Context: an optimization exercise on an open-source flow, tuned for small area. The choices shown serve that exercise and are no tape-out recipe. In this exercise RTL edits were held to simulation tests only and were not proved equivalent to the original. No activity file was given, so power comes from the tool's default toggle rates.

==> flow/design.v <==
`timescale 1 ns / 1 ps
module FDRE #
(
  parameter [0:0] INIT = 1'b0
)
(
  output reg Q,
  input  wire C,
  input  wire CE,
  input  wire R,
  input  wire D
);
  always @(posedge C)
  begin
    if(R)
      Q <= 1'b0;
    else if(CE)
      Q <= D;
  end
endmodule
`timescale 1 ns / 1 ps
module axi_cfg_register #
(
  parameter integer CFG_DATA_WIDTH = 1024,
  parameter integer AXI_DATA_WIDTH = 32,
  parameter integer AXI_ADDR_WIDTH = 32,
  parameter [CFG_DATA_WIDTH/AXI_DATA_WIDTH-1:0] NON_REG_MASK = 'h0
)
(
  input  wire                        aclk,
  input  wire                        aresetn,
  output wire [CFG_DATA_WIDTH-1:0]   cfg_data,
  input  wire [AXI_ADDR_WIDTH-1:0]   s_axi_awaddr,   
  input  wire                        s_axi_awvalid,  
  output wire                        s_axi_awready,  
  input  wire [AXI_DATA_WIDTH-1:0]   s_axi_wdata,    
  input  wire [AXI_DATA_WIDTH/8-1:0] s_axi_wstrb,    
  input  wire                        s_axi_wvalid,   
  output wire                        s_axi_wready,   
  output wire [1:0]                  s_axi_bresp,    
  output wire                        s_axi_bvalid,   
  input  wire                        s_axi_bready,   
  input  wire [AXI_ADDR_WIDTH-1:0]   s_axi_araddr,   
  input  wire                        s_axi_arvalid,  
  output wire                        s_axi_arready,  
  output wire [AXI_DATA_WIDTH-1:0]   s_axi_rdata,    
  output wire [1:0]                  s_axi_rresp,    
  output wire                        s_axi_rvalid,   
  input  wire                        s_axi_rready    
);
  localparam integer NW = CFG_DATA_WIDTH/AXI_DATA_WIDTH;
  wire       wvalid = s_axi_awvalid & s_axi_wvalid;
  wire [4:0] widx   = s_axi_awaddr[6:2];
  wire [4:0] ridx   = s_axi_araddr[6:2];
  reg  [CFG_DATA_WIDTH-1:0] cfg_reg;
  wire [CFG_DATA_WIDTH-1:0] cfg_next;
  wire [NW*4-1:0]           ld, hd;
  reg                       bvalid_reg, rvalid_reg;
  reg  [AXI_DATA_WIDTH-1:0] rdata_reg;
  wire [AXI_DATA_WIDTH-1:0] rdata_next;
  wire [NW:0]               rsel_lo, rsel_hi;
  wire [(NW+1)*AXI_DATA_WIDTH-1:0] rsrc;
  wire [11*AXI_DATA_WIDTH-1:0]     rterm;
  integer j;
  genvar g, k;
  wire       rst = ~aresetn;
  reg  [NW-1:0] nws;
  reg  [7:0]    nra;
  reg  [3:0]    nrl;
  wire [3:0]    nstb = ~s_axi_wstrb;
  always @*
  begin
    for(j = 0; j < NW; j = j + 1)
      nws[j] = ~(aresetn & wvalid & (widx == j));
    for(j = 0; j < 8; j = j + 1)
      nra[j] = ~(aresetn & s_axi_arvalid & (ridx[4:2] == j));
    for(j = 0; j < 4; j = j + 1)
      nrl[j] = ~(ridx[1:0] == j);
  end
  generate
    for(g = 0; g < NW*4; g = g + 1)
    begin : BYTES
      dec_nor2 u_ld (.a(nws[g/4]), .b(nstb[g%4]), .y(ld[g]));
      dec_nor2 u_hd (.a(rst), .b(ld[g]), .y(hd[g]));
    end
    for(g = 0; g < NW; g = g + 1)
    begin : RSEL
      dec_nor2 u_lo (.a(nra[g/4]), .b(nrl[g%4]), .y(rsel_lo[g]));
      dec_nor2 u_hi (.a(nra[g/4]), .b(nrl[g%4]), .y(rsel_hi[g]));
    end
  endgenerate
  dec_nor2 u_hold_lo (.a(rst), .b(s_axi_arvalid), .y(rsel_lo[NW]));
  dec_nor2 u_hold_hi (.a(rst), .b(s_axi_arvalid), .y(rsel_hi[NW]));
  generate
    for(g = 0; g < CFG_DATA_WIDTH; g = g + 1)
    begin : BITS
      cfg_bit_mux u_mux (
        .ld(ld[g/8]), .hd(hd[g/8]), .w(s_axi_wdata[g%32]), .q(cfg_reg[g]), .d(cfg_next[g])
      );
    end
    assign rsrc = {rdata_reg, cfg_reg};
    for(k = 0; k < AXI_DATA_WIDTH; k = k + 1)
    begin : RBITS
      for(g = 0; g < 11; g = g + 1)
      begin : TERMS
        rd_aoi3 u_aoi (
          .s0(k < 16 ? rsel_lo[3*g]   : rsel_hi[3*g]),   .d0(rsrc[(3*g)*32+k]),
          .s1(k < 16 ? rsel_lo[3*g+1] : rsel_hi[3*g+1]), .d1(rsrc[(3*g+1)*32+k]),
          .s2(k < 16 ? rsel_lo[3*g+2] : rsel_hi[3*g+2]), .d2(rsrc[(3*g+2)*32+k]),
          .y(rterm[k*11+g])
        );
      end
      rd_or11 u_or (.n(rterm[k*11+10:k*11]), .y(rdata_next[k]));
    end
  endgenerate
  always @(posedge aclk)
  begin
    cfg_reg   <= cfg_next;
    rdata_reg <= rdata_next;
    bvalid_reg <= aresetn & ~(s_axi_bready & bvalid_reg) & (wvalid | bvalid_reg);
    rvalid_reg <= aresetn & ~(s_axi_rready & rvalid_reg) & (s_axi_arvalid | rvalid_reg);
  end
  assign cfg_data = cfg_reg;
  assign s_axi_bresp = 2'd0;
  assign s_axi_rresp = 2'd0;
  assign s_axi_awready = wvalid;
  assign s_axi_wready = wvalid;
  assign s_axi_bvalid = bvalid_reg;
  assign s_axi_arready = 1'b1;
  assign s_axi_rdata = rdata_reg;
  assign s_axi_rvalid = rvalid_reg;
endmodule
module dec_nor3 (
  input  wire a, b, c,
  output wire y
);
  assign y = ~(a | b | c);
endmodule
module dec_nor2 (
  input  wire a, b,
  output wire y
);
  assign y = ~(a | b);
endmodule
module cfg_bit_mux (
  input  wire ld,
  input  wire hd,
  input  wire w,
  input  wire q,
  output wire d
);
  assign d = (ld & w) | (hd & q);
endmodule
module rd_or11 (
  input  wire [10:0] n,
  output wire        y
);
  wire a, b, c;
  rd_nand4 u_a (.i(n[3:0]), .y(a));
  rd_nand4 u_b (.i(n[7:4]), .y(b));
  rd_nand3 u_c (.i(n[10:8]), .y(c));
  rd_or3   u_y (.i({a, b, c}), .y(y));
endmodule
module rd_nand3 (
  input  wire [2:0] i,
  output wire       y
);
  assign y = ~&i;
endmodule
module rd_or3 (
  input  wire [2:0] i,
  output wire       y
);
  assign y = |i;
endmodule
module rd_nand4 (
  input  wire [3:0] i,
  output wire       y
);
  assign y = ~&i;
endmodule
module rd_aoi3 (
  input  wire s0, d0,
  input  wire s1, d1,
  input  wire s2, d2,
  output wire y
);
  assign y = ~((s0 & d0) | (s1 & d1) | (s2 & d2));
endmodule
clock: 8.0 ns
lec_check: 0
cap_margin: 20
core_area: 90 90 340 340
die_area: 0 0 430 430
place_density: 0.75
slew_margin: 20
synth_hierarchical: 1
synth_minimum_keep_size: 0
standard.sh (not shown) runs the stock make flow with config.mk's settings and CLKGATE_MAP_FILE= SYNTH_SCRIPT=/design/flow/synth_recipe.tcl, a recipe that flattens the netlist after the stock synthesis.
==> flow/flow/run.sh <==
#!/bin/bash
# The standard layout (standard.sh: unchanged synthesis, floorplan, power grid and
# tap cells), with two changes:
# - the buffers that global placement puts on every input and output port are
#   the smallest plain buffer, buf_1, rather than the cell OpenROAD picks;
# - clock tree synthesis uses set leaf clusters (size and diameter below) and
#   inserts no dummy loads.
set -euo pipefail
export BUFFER_PORTS_ARGS="-buffer_cell sky130_fd_sc_hd__buf_1"
export CTS_ARGS="-sink_clustering_enable -repair_clock_nets -dont_use_dummy_load -buf_list {sky130_fd_sc_hd__clkbuf_8} -sink_clustering_size 16 -sink_clustering_max_diameter 50"
bash standard.sh > standard.log 2>&1
Rerun with:
- CORE_AREA: 90 90 340 340 -> 77.5 77.5 327.5 327.5
- DIE_AREA: 0 0 430 430 -> 0 0 405 405
Outcome:
- core utilization rose by 0.51 points
- cell area is higher by 0.55%
- die area falls by 11%
- count of clock-buffer cells in the layout rose by 4
- synthesized cell count does not change
- routed wire length decreases by 4.5%
- setup slack is better by 130 ps
Rerun with:
- CORE_AREA: 77.5 77.5 327.5 327.5 -> 75 75 355 355
- DIE_AREA: 0 0 405 405 -> 0 0 430 430
- PLACE_DENSITY: 0.75 -> 0.65
Core utilization shrinks by 14 points.
Design area is higher by 1.0%.
Fmax hardly moves.
Sequential power barely changes.
Rerun with:
- CORE_AREA: 75 75 355 355 -> 97 97 333 333
- PLACE_DENSITY: 0.65 -> 0.8
After rerunning:
- The changed run completed without violations
- power came out lower by 4.7%
- area after synthesis does not change
- wire length came out higher by 8.8%
- maximum frequency came out lower by 0.51%
- worst setup slack is worse by 21 ps
- register-to-register slack is better by 30 ps
- combinational power stays flat
Rerun with:
- CORE_AREA: 97 97 333 333 -> 102.5 102.5 327.5 327.5
- PLACE_DENSITY: 0.8 -> 0.85
Result:
- The new run went through all stages and came out clean
- area after synthesis does not change
- total power is lower by about 0.35%
- cell area hardly moves

[afterwards: timing with drivers on the ports]
No port has a modelled driver above. Below, the same layouts with a new extraction and two added sets of constraints.
Step 1 sets driving cells, clkbuf_16 on the clock port and buf_2 on the other inputs (assumed; they add their load-dependent delay and slew).
Step 2 times the ports against the registers' clock, not the clock port: input delays grow and output delays shrink by t, the midpoint of the rising clock arrivals with the driver on.
Three values: ideal ports, drivers, drivers and shift; two values: the first two.
run | t (ns) | setup WS [ns] | worst setup path at the end | slew at the worst register clock pin (ns) | pins driven straight from the clock port
the first run | 0.809 | 3.745 / 3.748 / 2.938 | input to register | 0.10 / 0.10 | 1
the second run | 0.797 | 3.872 / 3.806 / 3.039 | input to register | 0.11 / 0.11 | 1
the third run | 0.798 | 3.868 / 3.778 / 3.280 | input to register | 0.11 / 0.11 | 1
the fourth run | 0.818 | 3.847 / 3.752 / 3.045 | input to register | 0.11 / 0.11 | 1
the fifth run | 0.831 | 3.862 / 3.823 / 3.038 | input to register | 0.11 / 0.11 | 1
After both steps every run listed still meets setup and hold. The setup slack of the second run, which loses most, moves by -0.066 ns with the drivers and by -0.833 ns with both steps.
